Context: an optimization exercise on an open-source flow, tuned for small area. The choices shown serve that exercise and are no tape-out recipe. In this exercise RTL edits were held to simulation tests only and were not proved equivalent to the original. Power is estimated from default activity; no workload was simulated.

==> flow/design.v <==
`timescale 1ns / 1ps
module Delay_reg #(parameter WIDTH = 32)(
	input 	clk,rst,
	input 	ena,
	input 	  [WIDTH - 1:0] dat_in,
	output reg [WIDTH - 1:0] dat_out
    );
always @(posedge clk) begin
	if(rst) 			dat_out <= {WIDTH{1'b0}};
	else if (ena) 	dat_out <= dat_in;	
end
endmodule
`timescale 1ns / 1ps
module Delay2n #(parameter WIDTH = 32, D = 64, B = 6)(
	input  clk, rst, ena,
	input  [WIDTH-1:0] dat_in,	
	output [WIDTH-1:0] dat_out
);
reg [WIDTH-1:0] dat_ram [D-1:0];
reg [B-1:0]  adr_cnt;
reg 			 dat_val;
assign 	  dat_out  = (dat_val)? dat_ram[adr_cnt]: {WIDTH{1'b0}};
always@ (posedge clk)begin
	if(rst) begin
			adr_cnt <= 0;
		end
	else if (ena) begin
			dat_ram[adr_cnt]	<= dat_in;
			adr_cnt 				<= adr_cnt +1'b1;
		end		
end
always@ (posedge clk)begin
	if(rst) 								dat_val <= 1'b0;
	else if (ena & (adr_cnt == {B{1'b1}})) dat_val <= 1'b1;
end
endmodule
`timescale 1ns / 1ps
module ML_tap #(parameter WIDTH =17)(
   input 	 	[WIDTH-1:0] ML_value1, ML_value2,	
	input			[ 1:0] known_coeff,
	output reg 	[WIDTH-1:0] ML_out
    );
always @(*) begin
	case (known_coeff)
		2'b00:	ML_out = 0;					
		2'b01: 	ML_out = ML_value1;			 
		2'b10: 	ML_out = ML_value2;			 
		default: ML_out = 0;								
	endcase	
end
endmodule
`timescale 1ns / 1ps
module Multiplierless_Correlator #(parameter FBIT =7)	 
(
	input 	clk,rst,
	input 	ena,
	input 	[15:0] CR_in,				 
	output reg  [4+FBIT:0] CR_out		 
   );
localparam [255:0] SYNCH_KNOWN_COEFF = 256'h1101110211010022111102110012221020112012121110120112110110201121;
wire [3:0] Synch_known_coeff 	 [63:0];
genvar ci;
generate
   for (ci=0; ci < 64; ci = ci + 1)
   begin: coeff_rom
			assign Synch_known_coeff[ci] = SYNCH_KNOWN_COEFF[4*ci+3:4*ci];
   end
endgenerate
reg [FBIT:0]	iCR_in;		 
reg 			iena;
always @(posedge clk)
begin
	if (rst) begin
		iCR_in <= 8'd0;
		iena	 <= 1'b0;
		end
	else if(ena)	begin
		iCR_in <= CR_in[15:15-FBIT];
		iena	 <= 1'b1;
		end
	else iena	 <= 1'b0;
end
wire 	[FBIT:0] iCR_in_d64;  
Delay2n #(.WIDTH(1+FBIT), .D(64), .B(6)) RX_delay64(
	.clk(clk), 
	.rst(rst), 
	.ena(iena),
	.dat_in(iCR_in),	
	.dat_out(iCR_in_d64)
);
wire [1+FBIT:0] fir_in = iCR_in + iCR_in_d64;  
wire [1+FBIT:0] ML_value1, ML_value2;
assign ML_value1 =  fir_in >> 1;
assign ML_value2 =  fir_in;
wire [1+FBIT:0] ML_tap_out 	 [63:0];		 
genvar ML_cnt;
generate
   for (ML_cnt=0; ML_cnt < 64; ML_cnt = ML_cnt + 1) 
   begin: ML_assign
			ML_tap #(.WIDTH(2+FBIT)) ML_tap_ins(
				.ML_value1(ML_value1), 	.ML_value2(ML_value2),				 
				.known_coeff(Synch_known_coeff[ML_cnt][1:0]),				 
				.ML_out(ML_tap_out[ML_cnt])										 
				);				
   end
endgenerate	
wire [5+FBIT:0] add_out 	 [63:0];		 
assign 		add_out[0] = {{4{1'b0}},ML_tap_out[0]};
wire [4+FBIT:0] reg_out [62:0];		 
genvar cnt;
generate
   for (cnt=0; cnt < 63; cnt = cnt + 1) 
   begin: AddCmpReg_ins				
			Delay_reg #(.WIDTH(5+FBIT)) CRpc_Re_D(
					.clk(clk), 							.rst(rst),						.ena(iena),
					.dat_in( add_out[cnt][4+FBIT:0]),    		
					.dat_out(reg_out[cnt][4+FBIT:0])
					);			
			assign add_out[cnt+1] = reg_out[cnt] + {{3{1'b0}},ML_tap_out[cnt+1]};
   end
endgenerate	
always @(posedge clk)
begin
	if (rst) 		CR_out <= {(5+FBIT){1'b0}};
	else if(iena)	CR_out <= add_out[63][4+FBIT:0];
end
endmodule
==> flow/run.sh <==
#!/bin/bash
# synth_recipe.tcl (not shown) runs the flow's synth.tcl, then flattens the netlist and writes it again
# the make line also repeats each setting of config.mk as NAME=value (left out here)
make -C /OpenROAD-flow-scripts/flow DESIGN_CONFIG=/design/flow/config.mk WORK_HOME=/design/flow/orfs CLKGATE_MAP_FILE= SYNTH_SCRIPT=/design/flow/synth_recipe.tcl finish
==> flow/config.mk <==
export PLATFORM = sky130hd
export DESIGN_NAME = Multiplierless_Correlator
export DESIGN_NICKNAME = Multiplierless_Correlator
export VERILOG_FILES = /design/flow/design.v
export SDC_FILE = /design/flow/constraint.sdc
export NUM_CORES = 4
export LEC_CHECK = 0
export CAP_MARGIN = 20
export CORE_MARGIN = 2
export CORE_UTILIZATION = 40
export SLEW_MARGIN = 20
==> flow/constraint.sdc <==
create_clock -name core_clock -period 10.0 [get_ports {clk}]
set_input_delay 2.0000 -clock core_clock [delete_from_list [all_inputs] [get_ports {clk}]]
set_output_delay 2.0000 -clock core_clock [all_outputs]
set_load 0.01 [all_outputs]
==> run notes <==
## layout by cell type, fill, tap and decap left out, types with 80 or more instances in the layout
cell type and n:
a211oi_1 184, a21o_1 165, a21oi_1 309, clkbuf_16 147
dfxtp_1 770, edfxtp_1 512, ha_1 429, mux2i_1 379
mux4_2 123, nand2_1 375, nand3_1 238, nor2_1 806
nor3_1 114, o21ai_0 298, o21bai_1 88, o22ai_1 80
xnor2_1 81, xor2_1 99
## final timing paths
kind / start / to / slack (ns) / cells past startpoint
worst max-delay path: flop / AddCmpReg_ins[14].CRpc_Re_D.dat_out[8] / 2.79 / 17
worst min-delay path: AddCmpReg_ins[25].CRpc_Re_D.dat_out[8] / AddCmpReg_ins[25].CRpc_Re_D.dat_out[8] / 0.45 / 2
worst max register to register: flop / AddCmpReg_ins[14].CRpc_Re_D.dat_out[8] / 2.79 / 17
worst min register to register: AddCmpReg_ins[25].CRpc_Re_D.dat_out[8] / AddCmpReg_ins[25].CRpc_Re_D.dat_out[8] / 0.45 / 2
## state kept, by name (all words and copies together), names as in the netlist, named ones only
name                             flops
iena                                 1
RX_delay64.dat_val                   1
RX_delay64.dat_ram                 512
AddCmpReg_ins.CRpc_Re_D.dat_out    749
iCR_in                               8
CR_out                              12
RX_delay64.adr_cnt                   6
## stage by stage
stage / power, mW / cell area [um2]
3_3_place_gp: 6.63 / 68200
4_1_cts: 12.3 / 73300
2_1_floorplan: 6.40 / 65900
3_5_place_dp: 6.65 / 68200
5_1_grt: 12.6 / 73300
6_report: 12.2 / 73300
## kinds of logic after synthesis
family	after synthesis	synth area share, %
and+or+nand+nor	1862	12.9
AOI/OAI and AO/OA	1546	15.7
xor gates and xnor gates	185	2.46
DFF	1295	47.1
adders and majority gates	477	9.60
muxes	508	10.1
buffers and inverters	339	2.21
## critical path, stage by stage, from the launching register on
cell and delay [ns]:
dfxtp_4 0.75, buf_4 0.56, mux4_2 0.62, a22oi_1 0.16, a31oi_1 0.09, o21ai_0 0.30
nand2_1 0.13, ha_1 0.24, fa_4 0.49, xnor2_1 0.74, inv_4 0.50, buf_4 0.50
fa_1 0.50, a21o_1 0.19, a211o_1 0.34, a2111oi_2 0.45, o21ai_0 0.18, a32o_1 0.26
## power by group
part	leakage [nW]	internal [mW]	switching (mW)
Combinational	14.4	0.337	0.569
Clock	2.49	3.37	2.26
Sequential	11.0	5.56	0.0661
Total	27.9	9.27	2.89
## area by class of cell
class                      count  area, um2
clock buffer                 194       4060
timing repair buffer          75        711
clock inverter                69       1020
tap                         2189       2740
multi-input combinational   4578      33500
fill                       15300      91100
inverter                      48        190
sequential                  1295      31100
antenna                        1       2.50
## metal layers
layer	part of all wire, %	GRT usage, %
met5	0	0
met4	2.2	5.01
met3	4.9	2.97
met2	46	30.4
met1	47	25.6
==> flow_summary.toml <==
[clock_network]
clk_pin_slew_ns = 0.06
cts.sinks = 1295
cts_resized = 0
htree_levels = 4
cts_buffer_depth = 3
insertion_delay_ns = 0.78
cts_tree = "yes"
post_cts_buffers = 0
hold_buffers = 0
cts_buffers = 143
cts-root-buf = "clkbuf_16"

[finish]
drive_above_1_share_pct = 8.02
fin_util_pct = 44.6
finalNonFillerCells = 8449
fin_nets = 6637
syn_to_final_growth_pct = 11.2

[place]
pre_cts_ws_ns = 2.74
place_congestion = 0.869
io_buffers = 22
placed_cells = 8185
dpl.hpwl_mm = 97.1

[die]
core_um2 = 164000
dieArea_um2 = 168000
start_util_pct = 40.1
fp.dieW_um = 410
die_height_um = 410
rows = 149
io_pins = 31

[logic_synthesis]
syn_inst = 6212
ys.flop_type = "dfxtp_1"
synth_top_cell_by_area = "dfxtp_1"
synth_common_cells = "nor2_1 (808), dfxtp_1 (783), edfxtp_1 (512), ha_1 (429), mux2i_1 (379)"
synth_edf_count = 512
yosysMostFrequentCell = "nor2_1"
syn_avg_cell_area_um2 = 10.6
async_reset_ff_share_pct = 0
ys_top_cells_by_area = "dfxtp_1 (24%), edfxtp_1 (23%), ha_1 (8.1%), mux2i_1 (5.8%), nor2_1 (4.6%)"
ys_warn_count = 4
synth_nets = 6708
yosysTopAreaCellShare_pct = 23.8
ys_ff_latch = 1295
yosysSeqAreaShare_pct = 47.1
syn_area_um2 = 65900
yosys.cell_types.count = 78

[global_route]
antenna_found_initial = 1
grt_pass1_wl_mm = 254
grt_use_total_pct = 18.6
grt_pass1_vias = 46100
grt_max_degree = 178
overflow = 0

[setup_path]
worst_setup_path_end_kind = "flop"
critPathMaxFanout = 43
arrival_ns = 7.86
startpoint_type = "flop"
path_class = "reg -> reg"
worstPathRequired_ns = 10.65

[detailed_routing]
vias_per_cell = 5.64
drc_errors = 0
drtPass1Iterations = 5
dr_total_vias = 47600
routed_wirelength_mm = 158
routedWlPerCell_um = 18.7
drt_iter0_drc = 3538
postRouteAntennaNets = 0

[sta]
finalHoldViolations = 0
rsz0062_at_grt = "false"
fin_ws_ns = 2.79
fin_hold_ws_ns = 0.453
final.setup.tns_ns = 0
skew_ns = 0.0432
post-route-period-util_pct = 72.1
max-slew-margin-rel_pct = 28.4
fin_crit_ns = 7.21
drv_slew = 0
setup_viol = 0
worstMarginPinSlew_ns = 1.07
max_freq_mhz = 139

[min_path]
hold_class = "reg -> reg"

[run]
max-cap-violations = 0

[power_and_ir_drop]
power_density_nw_per_um2 = 166
ir_drop_uv = 175
p_leak_nw = 27.9

[run_status]
status = "complete, no violations"

[afterwards: timing with drivers on the ports]
How much do the figures lean on ideal ports? The routed layout below was timed once more, with nothing changed but the port constraints. Step 1 sets driving cells, clkbuf_16 on the clock port and buf_2 on the other inputs (assumed; they add their load-dependent delay and slew). Step 2 moves the port delays by t, midway between the first and last clock arrival at a register: inputs arrive t later, outputs are due t later. That takes back most of the time a late clock gives input paths. Three values: ideal ports, drivers, drivers and shift; two values: the first two.
t, ns: 0.837
slack for setup (ns): 2.788 / 2.788 / 2.788
hold WS [ns]: 0.453 / 0.453 / 0.453
latest minus earliest clock arrival (ns): 0.044 / 0.044
cell pins on the clock port's net: 1
After both steps setup and hold are still met in this run. The setup slack of this run moves by 0.000 ns with the drivers and by 0.000 ns with both steps.
